Source: an optimization exercise on an open RTL-to-GDS flow (aim: small area). Production flows keep margins and buffers that such runs may drop. In this exercise RTL edits were held to simulation tests only and were not proved equivalent to the original. Power figures rest on the tool's default switching activity, not on a simulated workload.

**design/flow/config.mk**
```make
export PLATFORM = sky130hd
export DESIGN_NAME = oak8m
export DESIGN_NICKNAME = oak8m
export VERILOG_FILES = /design/flow/design.v
export SDC_FILE = /design/flow/constraint.sdc
export NUM_CORES = 4
export LEC_CHECK = 0
export CAP_MARGIN = 20
export CORE_MARGIN = 2
export CORE_UTILIZATION = 40
export PLACE_DENSITY = 0.6
export SLEW_MARGIN = 20
```
**design/flow/constraint.sdc**
```tcl
create_clock -name core_clock -period 8.0 [get_ports {clk}]
set_input_delay 1.6000 -clock core_clock [delete_from_list [all_inputs] [get_ports {clk}]]
set_output_delay 1.6000 -clock core_clock [all_outputs]
set_load 0.01 [all_outputs]
```
**design/flow/design.v**
```verilog
`default_nettype none
module program_ev(
    input wire [3:0] opcode,  
    input [5:0] pc,  
    input [3:0] sp,  
    input [7:0] top,  
    input [7:0] btop,  
    input [7:0] pmem_in,  
    output reg [5:0] pc_plus,  
    output reg [3:0] sp_min,  
    output reg [7:0] sp_w_cnt,  
    output reg [7:0] new_top,  
    output reg [7:0] new_btop,  
    output reg pmem_we,  
    output reg pmem_d_type,  
    output reg [7:0] pmem_out,  
    output reg [5:0] pmem_w_addr,  
    output reg sleep,  
    output reg stop  
);
always @(*) begin
    pc_plus = pc+8'h1;
    sp_min = sp;
    sp_w_cnt = 2'h0;
    new_top = 8'dx;
    new_btop = 8'dx;
    pmem_we = 1'b0;
    pmem_d_type = 1'b0;
    pmem_w_addr = 8'dx;
    pmem_out = 8'dx;
    sleep = 0;
    stop = 0;
    case (opcode)
    4'h0: begin  
        new_top = btop + top;
        sp_w_cnt = 1;
        sp_min = sp - 1;
    end
    4'h1: begin  
        new_top = btop - top;
        sp_w_cnt = 1;
        sp_min = sp - 1;
    end
    4'h2: begin  
        new_top = btop & top;
        sp_w_cnt = 1;
        sp_min = sp - 1;
    end
    4'h3: begin  
        new_top = btop | top;
        sp_w_cnt = 1;
        sp_min = sp - 1;
    end
    4'h4: begin  
        new_top = btop ^ top;
        sp_w_cnt = 1;
        sp_min = sp - 1;
    end
    4'h5: begin  
        new_top = !top;
        sp_min = sp - 1;
    end
    4'h6: begin  
        pc_plus = top;
        sp_min = sp - 1;
    end
    4'h7: begin  
        pmem_we = 1'b1;
        pmem_d_type = 1'b0;
        pmem_w_addr = top;
        pmem_out = btop;
        sp_min = sp - 2;
    end
    4'h8: begin  
        new_top = pmem_in;
        sp_w_cnt = 1;
    end
    4'h9: begin  
        new_top = btop;
        sp_w_cnt = 1;
    end
    4'hA: begin 
        new_top = top;
        sp_w_cnt = 1;
        sp_min = sp + 1;
    end
    4'hB: begin 
        new_top = btop;
        new_btop = top;
        sp_w_cnt = 2;
    end
    4'hC: begin 
        sp_min = sp - 2;
    end
    4'hE: sleep = 1'b1;  
    4'hF: stop = 1'b1;
    default: begin
        new_top = opcode;
        sp_w_cnt = 1;
        sp_min = sp + 1;
      end
    endcase
end
endmodule
`default_nettype none
module pmem_io (
    input wire reset,
    input wire clock,
    input wire select,
    input wire [7:0] addr,
    input wire [7:0] data_in,
    input wire write,
    output reg [7:0] data_out,
    output reg data_ready,
    input  wire [7:0] io_in,
    output reg  [7:0] io_out,
    output reg  [7:0] io_oeb    
);
  localparam REG_PIN = 8'h36;
  localparam REG_DDR = 8'h37;
  localparam REG_PORT = 8'h38;
  reg past_write;
  always @(posedge clock) begin
    if (reset) begin
      io_out <= 8'b00000000;
      io_oeb <= 8'b11111111;
      data_out <= 8'b0;
      data_ready <= 1'b0;
      past_write <= 1'b0;
    end else begin
      past_write <= select & write;
      if (select) begin
        data_out   <= 8'b0;
        data_ready <= 1'b1;
        case (addr)
          REG_PIN: begin
            if (write) begin
              if (!past_write) io_out <= io_out ^ data_in;
            end else begin
              data_out <= io_in;
            end
          end
          REG_DDR: begin
            if (write) begin
              io_oeb <= ~data_in;
            end else begin
              data_out <= ~io_oeb;
            end
          end
          REG_PORT: begin
            if (write) begin
              io_out <= data_in;
            end else begin
              data_out <= io_out;
            end
          end
        endcase
      end else data_ready <= 1'b0;
    end
  end
endmodule
`default_nettype none
module pmem_dff (
    input wire reset,
    input wire clock,
    input wire select,
    input wire [7:0] addr,
    input wire [7:0] data_in,
    input wire memory_type_data,
    input wire write,
    output reg [7:0] data_out,
    output reg data_ready
);
  localparam code_size = 32;
  localparam data_size = 8;
  reg [7:0] code_mem[code_size-1:0];
  reg [7:0] data_mem[data_size-1:0];
  reg [1:0] cycles;
  integer i;
  always @(posedge clock) begin
    if (reset) begin
      cycles <= 0;
      data_ready <= 0;
      for (i = 0; i < code_size; i++) code_mem[i] = 0;
      for (i = 0; i < data_size; i++) data_mem[i] = 0;
    end else begin
      if (!select) begin
        data_out   <= 8'bx;
        data_ready <= 1'b0;
      end else if (cycles > 0) begin
        cycles <= cycles - 1;
      end else begin
        data_ready <= 1'b1;
        if (write) begin
          if (memory_type_data && addr < data_size) begin
            data_mem[addr] <= data_in;
          end else if (!memory_type_data && addr < code_size) begin
            code_mem[addr] <= data_in;
          end
        end else begin
          data_out <= 8'b0;
          if (memory_type_data && addr < data_size) begin
            data_out <= data_mem[addr];
          end else if (!memory_type_data && addr < code_size) begin
            data_out <= code_mem[addr];
          end
        end
      end
    end
  end
  endmodule
`default_nettype none
module pmem (
    input wire reset,
    input wire clock,
    input wire sram_enable,
    input wire select,
    input wire [7:0] addr,
    input wire [7:0] data_in,
    input wire memory_type_data,
    input wire write,
    output reg [7:0] data_out,
    output wire data_ready,
    input  wire [7:0] io_in,
    output wire [7:0] io_out,
    output wire [7:0] io_oeb,   
    input wire [31:0] sram_dat_i,
    input wire sram_ack_i,
    output wire sram_cyc_o,
    output wire sram_stb_o,
    output wire sram_we_o,
    output wire [3:0] sram_sel_o,
    output wire [9:0] sram_addr_o,
    output wire [31:0] sram_dat_o
);
  wire code_select = select && !memory_type_data;
  wire data_select = select && memory_type_data;
  wire data_mem_select = data_select && (addr < 8'h20 || addr >= 8'h60);
  wire data_io_select = data_select && (addr >= 8'h20 && addr < 8'h60);
  wire mem_select = code_select || data_mem_select;
  wire sram_select = mem_select && sram_enable;
  wire [1:0] sram_byte_index = addr[1:0];
  assign sram_cyc_o  = sram_select;
  assign sram_stb_o  = sram_select;
  assign sram_we_o   = write;
  assign sram_sel_o  = 1 << sram_byte_index;
  assign sram_addr_o = {1'b0, data_select, addr[7:2], 2'b00};
  assign sram_dat_o  = {data_in, data_in, data_in, data_in};
  wire io_data_ready;
  wire dff_data_ready;
  assign data_ready = io_data_ready | dff_data_ready | (sram_select && sram_ack_i);
  wire [7:0] io_data_out;
  wire [7:0] dff_data_out;
  wire [7:0] sram_data_out;
  pmem_io pmem_io (
      .reset(reset),
      .clock(clock),
      .select(data_io_select),
      .addr(addr),
      .data_in(data_in),
      .write(write),
      .data_out(io_data_out),
      .data_ready(io_data_ready),
      .io_in (io_in),
      .io_out(io_out),
      .io_oeb(io_oeb)
  );
  pmem_dff pmem_dff (
      .reset(reset),
      .clock(clock),
      .select(!sram_select && mem_select),
      .addr(addr),
      .data_in(data_in),
      .memory_type_data(memory_type_data),
      .write(write),
      .data_out(dff_data_out),
      .data_ready(dff_data_ready)
  );
  always @(*) begin
    if (data_io_select) begin
      data_out = io_data_out;
    end else if (sram_enable) begin
      case (sram_byte_index)
        0: data_out = sram_dat_i[7:0];
        1: data_out = sram_dat_i[15:8];
        2: data_out = sram_dat_i[23:16];
        3: data_out = sram_dat_i[31:24];
      endcase
    end else begin
      data_out = dff_data_out;
    end
  end
endmodule
module oak8m(
  input wire reset,
  input wire clk,
  input wire i_la_write,
  input wire [6:0] i_la_addr,
  input wire [7:0] i_la_data,
  input wire i_la_wb_disable,
  output wire [31:0] la_data_out,
  input  wire        i_wb_cyc,    
  input  wire        i_wb_stb,    
  input  wire        i_wb_we,     
  input  wire [31:0] i_wb_addr,   
  input  wire [31:0] i_wb_data,   
  output wire        o_wb_ack,    
  output reg  [31:0] o_wb_data,   
 input  wire [7:0] io_in,
  output wire [7:0] io_out,
  output wire [7:0] io_oeb,   
  output wire        rambus_wb_rst_o,    
  output wire        rambus_wb_stb_o,    
  output wire        rambus_wb_cyc_o,    
  output wire        rambus_wb_we_o,     
  output wire [ 3:0] rambus_wb_sel_o,    
  output wire [31:0] rambus_wb_dat_o,    
  output wire [ 9:0] rambus_wb_addr_o,   
  input  wire        rambus_wb_ack_i,    
  input  wire [31:0] rambus_wb_dat_i,    
  output wire interrupt
);
localparam fetch = 3'b000;
localparam store = 3'b001;
localparam ex    = 3'b010;
localparam str   = 3'b011;
localparam data  = 3'b100;
localparam slp = 3'b101;
localparam REG_PC = 24'h000;
localparam REG_SP = 24'h004;
localparam REG_EXEC = 24'h008;
localparam REG_CTRL = 24'h00c;
localparam REG_CYCLES_PER_MS = 24'h010;
localparam REG_STACK_TOP = 24'h014;
localparam REG_STACK_PUSH = 24'h018;
localparam REG_INT_ENABLE = 24'h20;
localparam REG_INT = 24'h24;
localparam INTR_SLEEP = 0;
localparam INTR_STOP = 1;
localparam INTR_COUNT = 2;
reg [2:0] state;
reg [5:0] pc;
reg [3:0] sp;
reg [3:0] opcode;
reg [7:0] pmem_in;
reg [7:0] stack [15:0];
wire [5:0] pc_plus;
wire [3:0] sp_min;
wire [7:0] sp_w_cnt;
wire [7:0] new_top;
wire [7:0] new_btop;
wire pmem_we;
wire pmem_d_type;
wire [5:0] pmem_w_addr;
wire [7:0] pmem_out;
wire sleep;
wire stop;
reg [INTR_COUNT-1:0] intr;
reg [INTR_COUNT-1:0] intr_enable;
reg edge_interrupts;
wire level_interrupt = |(intr & intr_enable);
reg prev_level_interrupt;
assign interrupt = edge_interrupts ? (!prev_level_interrupt && level_interrupt) : level_interrupt;
reg single_step;
wire [3:0] top_index = sp - 1;
wire [3:0] btop_index = sp - 2;
wire [3:0] wr_index1 = sp_min - 1;
wire [3:0] wr_index2 = sp_min - 2;
wire [7:0] top = stack[top_index];  
reg sram_enable;
reg mem_select;
reg mem_type_data;
reg [7:0] mem_addr;
reg [7:0] mem_write_value;
reg mem_write_en;
wire [7:0] mem_read_value;
wire mem_data_ready;
reg [23:0] cycles_per_ms;
reg wb_read_ack;
reg wb_write_ack;
assign o_wb_ack = wb_read_ack | wb_write_ack;
wire wb_read = i_wb_stb && i_wb_cyc && !i_wb_we;
wire wb_write = i_wb_stb && i_wb_cyc && i_wb_we && !i_la_wb_disable;
wire [23:0] wb_addr = i_wb_addr[23:0];
reg prev_reg_write;
wire reg_write = wb_write | i_la_write;
wire [6:0] reg_write_addr = i_la_write ? i_la_addr : i_wb_addr[6:0];
wire [31:0] reg_write_data = i_la_write ? {24'b0, i_la_data} : i_wb_data;
assign rambus_wb_rst_o = reset;
assign la_data_out = {top, state, sp, opcode, pc};
reg [63:0] state_name;
always @(*) begin
  case (state)
    fetch: state_name <= "Fetch";
    ex: state_name <= "Execute";
    str: state_name <= "Store";
    slp: state_name <= "Sleep";
    data: state_name <= "FetchData";
    default: state_name <= "Invalid";
  endcase
end
program_ev prog(  
  .opcode(opcode),
  .pc(pc),
  .sp(sp),
  .top(top),
  .btop(stack[btop_index]),
  .pmem_in(pmem_in),
  .pc_plus(pc_plus),
  .sp_min(sp_min),
  .sp_w_cnt(sp_w_cnt),
  .new_top(new_top),
  .new_btop(new_btop),
  .pmem_we(pmem_we),
  .pmem_d_type(pmem_d_type),
  .pmem_w_addr(pmem_w_addr),
  .pmem_out(pmem_out),
  .sleep(sleep),
  .stop(stop)
);
pmem mem (
      .reset(reset),
      .clock(clk),
      .sram_enable(sram_enable),
      .select(mem_select),
      .addr(mem_addr),
      .data_in(mem_write_value),
      .memory_type_data(mem_type_data),
      .write(mem_write_en),
      .data_out(mem_read_value),
      .data_ready(mem_data_ready),
      .io_in(io_in),
      .io_out(io_out),
      .io_oeb(io_oeb),
      .sram_stb_o(rambus_wb_stb_o),
      .sram_cyc_o(rambus_wb_cyc_o),
      .sram_we_o(rambus_wb_we_o),
      .sram_sel_o(rambus_wb_sel_o),
      .sram_dat_o(rambus_wb_dat_o),
      .sram_addr_o(rambus_wb_addr_o),
      .sram_ack_i(rambus_wb_ack_i),
      .sram_dat_i(rambus_wb_dat_i)
  );
  function is_data_opcode(input [3:0] opcode);
    is_data_opcode = (opcode == 4'h7 || opcode == 4'h8);
  endfunction
  always @(posedge clk) begin
    if (reset) begin
      o_wb_data   <= 0;
      wb_read_ack <= 0;
    end else if (wb_read) begin
      o_wb_data <= 0;
      case (wb_addr)
        REG_PC: o_wb_data <= {24'b0, pc};
        REG_SP: o_wb_data <= {27'b0, sp};
        REG_EXEC: o_wb_data <= {24'b0, opcode};
        REG_CTRL: begin
          o_wb_data <= {28'b0, edge_interrupts, sram_enable, single_step, state != slp};
        end
        REG_CYCLES_PER_MS: o_wb_data <= {8'b0, cycles_per_ms};
        REG_STACK_TOP: o_wb_data <= {24'b0, top};
        REG_INT_ENABLE: o_wb_data[INTR_COUNT-1:0] <= intr_enable;
        REG_INT: o_wb_data[INTR_COUNT-1:0] <= intr;
        default: begin
          o_wb_data <= 32'b0;
        end
      endcase
      wb_read_ack <= 1;
    end else begin
      wb_read_ack <= 0;
    end
  end
  integer j;
  always @(posedge clk) begin
    if (reset) begin
      state <= slp;
      pc    <= 0;
      sp    <= 0;
      for (j = 0; j < 16; j = j + 1) stack[j] <= 0;
      opcode <= 0;
      mem_select <= 0;
      mem_write_en <= 0;
      wb_write_ack <= 0;
      prev_reg_write <= 0;
      sram_enable <= 0;
      single_step <= 0;
      intr <= 0;
      intr_enable <= 0;
      edge_interrupts <= 0;
      prev_level_interrupt <= 0;
      cycles_per_ms <= 24'd10000;   
    end else begin
      prev_reg_write <= reg_write;
      prev_level_interrupt <= level_interrupt;
      if (reg_write) begin
        case (reg_write_addr)
          REG_PC: pc <= reg_write_data[7:0];
          REG_SP: sp <= reg_write_data[4:0];
          REG_EXEC: begin
            if (state == slp) begin
              opcode = reg_write_data[7:0];
              state <= is_data_opcode(opcode) ? data : ex;
              single_step <= 1;
            end
          end
          REG_CTRL: begin
            if (reg_write_data[0] && state == slp) begin
              state <= fetch;
            end
            single_step <= reg_write_data[1];
            sram_enable <= reg_write_data[2];
            edge_interrupts <= reg_write_data[3];
          end
          REG_CYCLES_PER_MS: cycles_per_ms <= reg_write_data[23:0];
          REG_STACK_TOP: stack[top_index] <= reg_write_data[7:0];
          REG_STACK_PUSH:
          if (!prev_reg_write) begin
            stack[sp] <= reg_write_data[7:0];
            sp <= sp + 1;
          end
          REG_INT_ENABLE: intr_enable <= reg_write_data[INTR_COUNT-1:0];
          REG_INT: intr <= intr & ~reg_write_data[INTR_COUNT-1:0];
        endcase
        if (wb_write) wb_write_ack <= 1;
      end else begin
        wb_write_ack <= 0;
        case (state)
          fetch: begin
            mem_select <= 1;
            mem_type_data <= 0;
            mem_addr <= pc;
            mem_write_en <= 0;
            if (mem_select && mem_data_ready) begin
              mem_select <= 0;
              opcode = mem_read_value;
              state <= is_data_opcode(opcode) ? data : ex;
            end
          end
          data: begin
            mem_select <= 1;
            mem_type_data <= (opcode == 4'h8) ? 1'b1 : 1'b0;
            mem_addr <= top;
            mem_write_en <= 0;
            if (mem_select && mem_data_ready) begin
              mem_select <= 0;
              pmem_in <= mem_read_value;
              state <= ex;
            end
          end
          ex: begin
            pc <= pc_plus;
            sp <= sp_min;
            mem_type_data <= pmem_d_type;
            mem_addr <= pmem_w_addr;
            mem_write_value <= pmem_out;
            if (sleep) intr[INTR_SLEEP] <= 1'b1;
            if (stop) intr[INTR_STOP] <= 1'b1;
            if (sp_w_cnt == 1 || sp_w_cnt == 2) begin
              stack[wr_index1] <= new_top;
            end
            if (sp_w_cnt == 2) begin
              stack[wr_index2] <= new_btop;
            end
            if (pmem_we) begin
              state <= str;
            end else if (sleep || stop || single_step) begin
              state <= slp;
            end else begin
              state <= fetch;
            end
          end
          str: begin
            mem_select   <= 1;
            mem_write_en <= 1;
            if (mem_data_ready) begin
              mem_select <= 0;
              mem_write_en <= 0;
              state <= single_step ? slp : fetch;
            end
          end
          slp: begin
          end
          default: state <= 3'bx;
        endcase
      end
    end
  end
endmodule
```
**design/flow/run.sh**
```bash
#!/bin/bash
# synth_recipe.tcl (not shown) runs the flow's synth.tcl, then flattens the netlist and writes it again
# the make line also repeats each setting of config.mk as NAME=value (left out here)
make -C /OpenROAD-flow-scripts/flow DESIGN_CONFIG=/design/flow/config.mk WORK_HOME=/design/flow/orfs CLKGATE_MAP_FILE= SYNTH_SCRIPT=/design/flow/synth_recipe.tcl finish
```
==> flow_summary.toml <==
[cells_and_area]
regArea_sq_um = 13400
layout-drive-gt1-share = 0.101
utilization = 0.470
nNetsFinal = 3564
multi_input_area_sq_um = 15700
syn_to_final_growth_pct = 16.2
fill_cells = 7242
antenna_cells = 0
stdcell_area_sq_um = 35700
instances_no_fill = 4477

[place]
dpl_cell_area_sq_um = 33300
place_hpwl_mm = 75.0
portBuffers = 224
dp_slack_ns = 1.86
dp_cells = 4360
gp_congestion = 0.966

[yosys]
ys.flop_type = "dfxtp_1"
yosysWarnings = 7
synth-seq-cells = 588
synth_area_per_cell_sq_um = 9.20
synth_edf_count = 161
ys_types = 104
netlist_area_sq_um = 30700
synthArstFlopShare = 0
synth-seq-area-share = 0.436
synthCells = 3339

[worst_setup_path]
slowest_stage = "dfxtp_4"
end_kind = "flop"
worst-setup-path-type = "flop to flop"
worstSetupStartpointType = "flop"
cpPeakStageDelay_ns = 0.57
required_ns = 8.34
critPathTopFamily = "compound AO/OA/AOI/OAI gates"
crit_buf_inv = 3
cp_max_fo = 19
arrival_ns = 6.54
path_cells = "inv_2, ha_1, xor2_4, mux4_2, mux2i_1, a21o_1, inv_2, nor3_2, nor2_1, xnor2_1, ha_1, o21ai_0, a21boi_0, o21a_1, or3_1, a31oi_1, o22a_1, buf_4, nand3b_1, o21ai_0"

[global_routing]
antenna_found_initial = 6
grt_overflow = 0
grt_pass1_vias = 24900
grt_use_total = 0.272
grt_max_degree = 110
grt_pass1_wl_mm = 162

[route]
vias = 27000
drt-total-wl_mm = 110
viasPerCell = 6.04
drtPass1Iterations = 5
antenna_left = 0
wire_per_inst_microns = 24.5
drc_errors = 0
first_iter_violations = 3576

[timing]
rsz0062_at_grt = "false"
slew_headroom = 0.240
period_minus_slack_ns = 6.20
hold_viol = 0
worst_hold_slack_ns = 0.449
setup-tns-final_ns = 0
worst_pin_slew_ns = 1.14
max_freq_ghz = 0.161
timing.final.ws_setup_ns = 1.80
final-setup-viol-count = 0
skew_ns = 0.0311
slew_viol_final = 0
period_share = 0.775

[power]
pwr_density_cell_nw_per_um2 = 196
p_leak_nw = 13.0
ir_worst_vdd_uv = 139
share_comb_of_total_power = 0.081
power_mw = 6.99
p_clk_frac = 0.472
power.share.sequential = 0.447
switching_share = 0.240
p_int_mw = 5.31
switching_power_mw = 1.68

[clock_tree]
holdBufCountCts = 0
cts_resized = 0
clk_path_buf_depth = 3
cts_buffers = 67
h-tree-depth = 3
clockRootBuffer = "clkbuf_16"
cts_setup_buffers = 0
cts_sinks = 588
cts_tree = "done"
path_clk_slew_ns = 0.06
worstSkewPairLatency_ns = 0.62

[floorplanning]
die-area_sq_um = 79000
ios = 259
initial_utilization = 0.404
die_x_microns = 281
core_area_sq_um = 75900
rows = 101
fp.dieH_microns = 281

[job]
cap_violations = 0

[min_path]
hold_path_class = "flop to flop"

[run_status]
outcome = "finished clean"
==> cell families after synthesis <==
family | share of synthesized area
mux | 0.131
simple gates | 0.179
xor+xnor | 0.0121
buf+inv | 0.0589
other cells | 0.000122
compound gates | 0.168
fa+ha+maj | 0.0157
flops | 0.436
==> cells in the mapped netlist (42+ instances only) <==
cell / n / area (sq um)
nand2_1: 490 / 1840
dfxtp_1: 427 / 8550
nor2_1: 307 / 1150
a21oi_1: 274 / 1370
clkbuf_1: 217 / 815
nand3_1: 204 / 1020
mux2i_1: 173 / 1730
edfxtp_1: 161 / 4830
o21ai_0: 114 / 571
mux4_2: 71 / 1600
buf_4: 62 / 465
a221oi_1: 60 / 526
a22oi_1: 60 / 450
a22o_1: 51 / 447
nor3_1: 42 / 210
o22ai_1: 42 / 263
==> cells in the final DEF, fill, tap and decap left out, types with 33 or more instances in the layout <==
cell / instances
nand2_1: 490
dfxtp_1: 425
a22oi_1: 60
a221oi_1: 60
nor2_1: 306
a22o_1: 51
o21ai_0: 114
ha_1: 37
mux2i_1: 173
buf_4: 77
nand3_1: 204
a21oi_1: 274
clkdlybuf4s50_1: 222
mux4_2: 71
clkbuf_16: 72
nand3b_1: 33
edfxtp_1: 161
o22ai_1: 42
inv_1: 40
==> sequential cells by signal, indices dropped and copies added (netlist names), 2 cells and up <==
register and cells:
intr 2, mem.pmem_io.io_out 8, cycles_per_ms 24, mem_write_value 8
mem.pmem_dff.data_mem 64, mem.pmem_dff.code_mem 256, mem.pmem_dff.data_out 8, mem.pmem_io.data_out 8
stack 128, o_wb_data 24, sp 4, mem.pmem_io.io_oeb 8
pc 6, intr_enable 2, opcode 4, pmem_in 8
mem_addr 8, state 3, mem.pmem_dff.cycles 2
==> area by class of cell <==
type / instances / share of cell area
Clock buffer: 97 / 0.0568
Clock inverter: 20 / 0.00859
Inverter: 52 / 0.00547
Multi-Input combinational cell: 2389 / 0.439
Sequential cell: 588 / 0.375
Tap cell: 1030 / 0.0361
Timing Repair Buffer: 301 / 0.0790
==> power groups by stage <==
stage	Clock (mW)	Sequential, mW	Combinational (mW)
after detailed placement	0	3.18	0.553
after floorplan	0	3.16	0.336
after global placement	0	3.18	0.553
after CTS	3.33	3.12	0.556
after global routing	3.45	3.12	0.600
final	3.30	3.12	0.567
==> worst register-to-register path, cell delays in order (launching register included) <==
cell and delay [ns]:
dfxtp_4 0.57, inv_2 0.25, ha_1 0.34, xor2_4 0.45, mux4_2 0.39, mux2i_1 0.29
a21o_1 0.50, inv_2 0.32, nor3_2 0.35, nor2_1 0.09, xnor2_1 0.14, ha_1 0.32
o21ai_0 0.11, a21boi_0 0.16, o21a_1 0.21, or3_1 0.30, a31oi_1 0.20, o22a_1 0.44
buf_4 0.27, nand3b_1 0.13, o21ai_0 0.10
==> per-layer routing <==
layer	share of wire	global-route usage
met4	0.035	0.101
met1	0.44	0.402
met5	0.00058	0
met3	0.10	0.0517
met2	0.42	0.390
==> worst paths after layout <==
check                         start                 to  slack, ns  cells past startpoint
hold reg to reg   cycles_per_ms[14]  cycles_per_ms[14]       0.45                      2
setup reg to reg              sp[0]       stack[13][6]       1.80                     20
setup / recovery              sp[0]       stack[13][6]       1.80                     20
hold / removal    cycles_per_ms[14]  cycles_per_ms[14]       0.45                      2

==> what the ideal ports hide <==
How much do the figures lean on ideal ports? The routed layout below was timed once more, with nothing changed but the port constraints.
Step 1 sets driving cells, clkbuf_16 on the clock port and buf_2 on the other inputs (assumed; they add their load-dependent delay and slew).
Step 2 times the ports against the registers' clock, not the clock port: input delays grow and output delays shrink by t, the midpoint of the rising clock arrivals with the driver on.
a / b / c = ideal / step 1 / step 2; a / b = the first two.
t, ns: 0.671
setup WS [ns]: 1.799 / 1.799 / 1.665
worst setup path at the end: input to register
worst register clock-pin slew, ns: 0.07 / 0.07
After both steps this run still meets setup and hold. For this run, drivers alone change the setup slack by 0.000 ns; drivers and shift together by -0.134 ns.
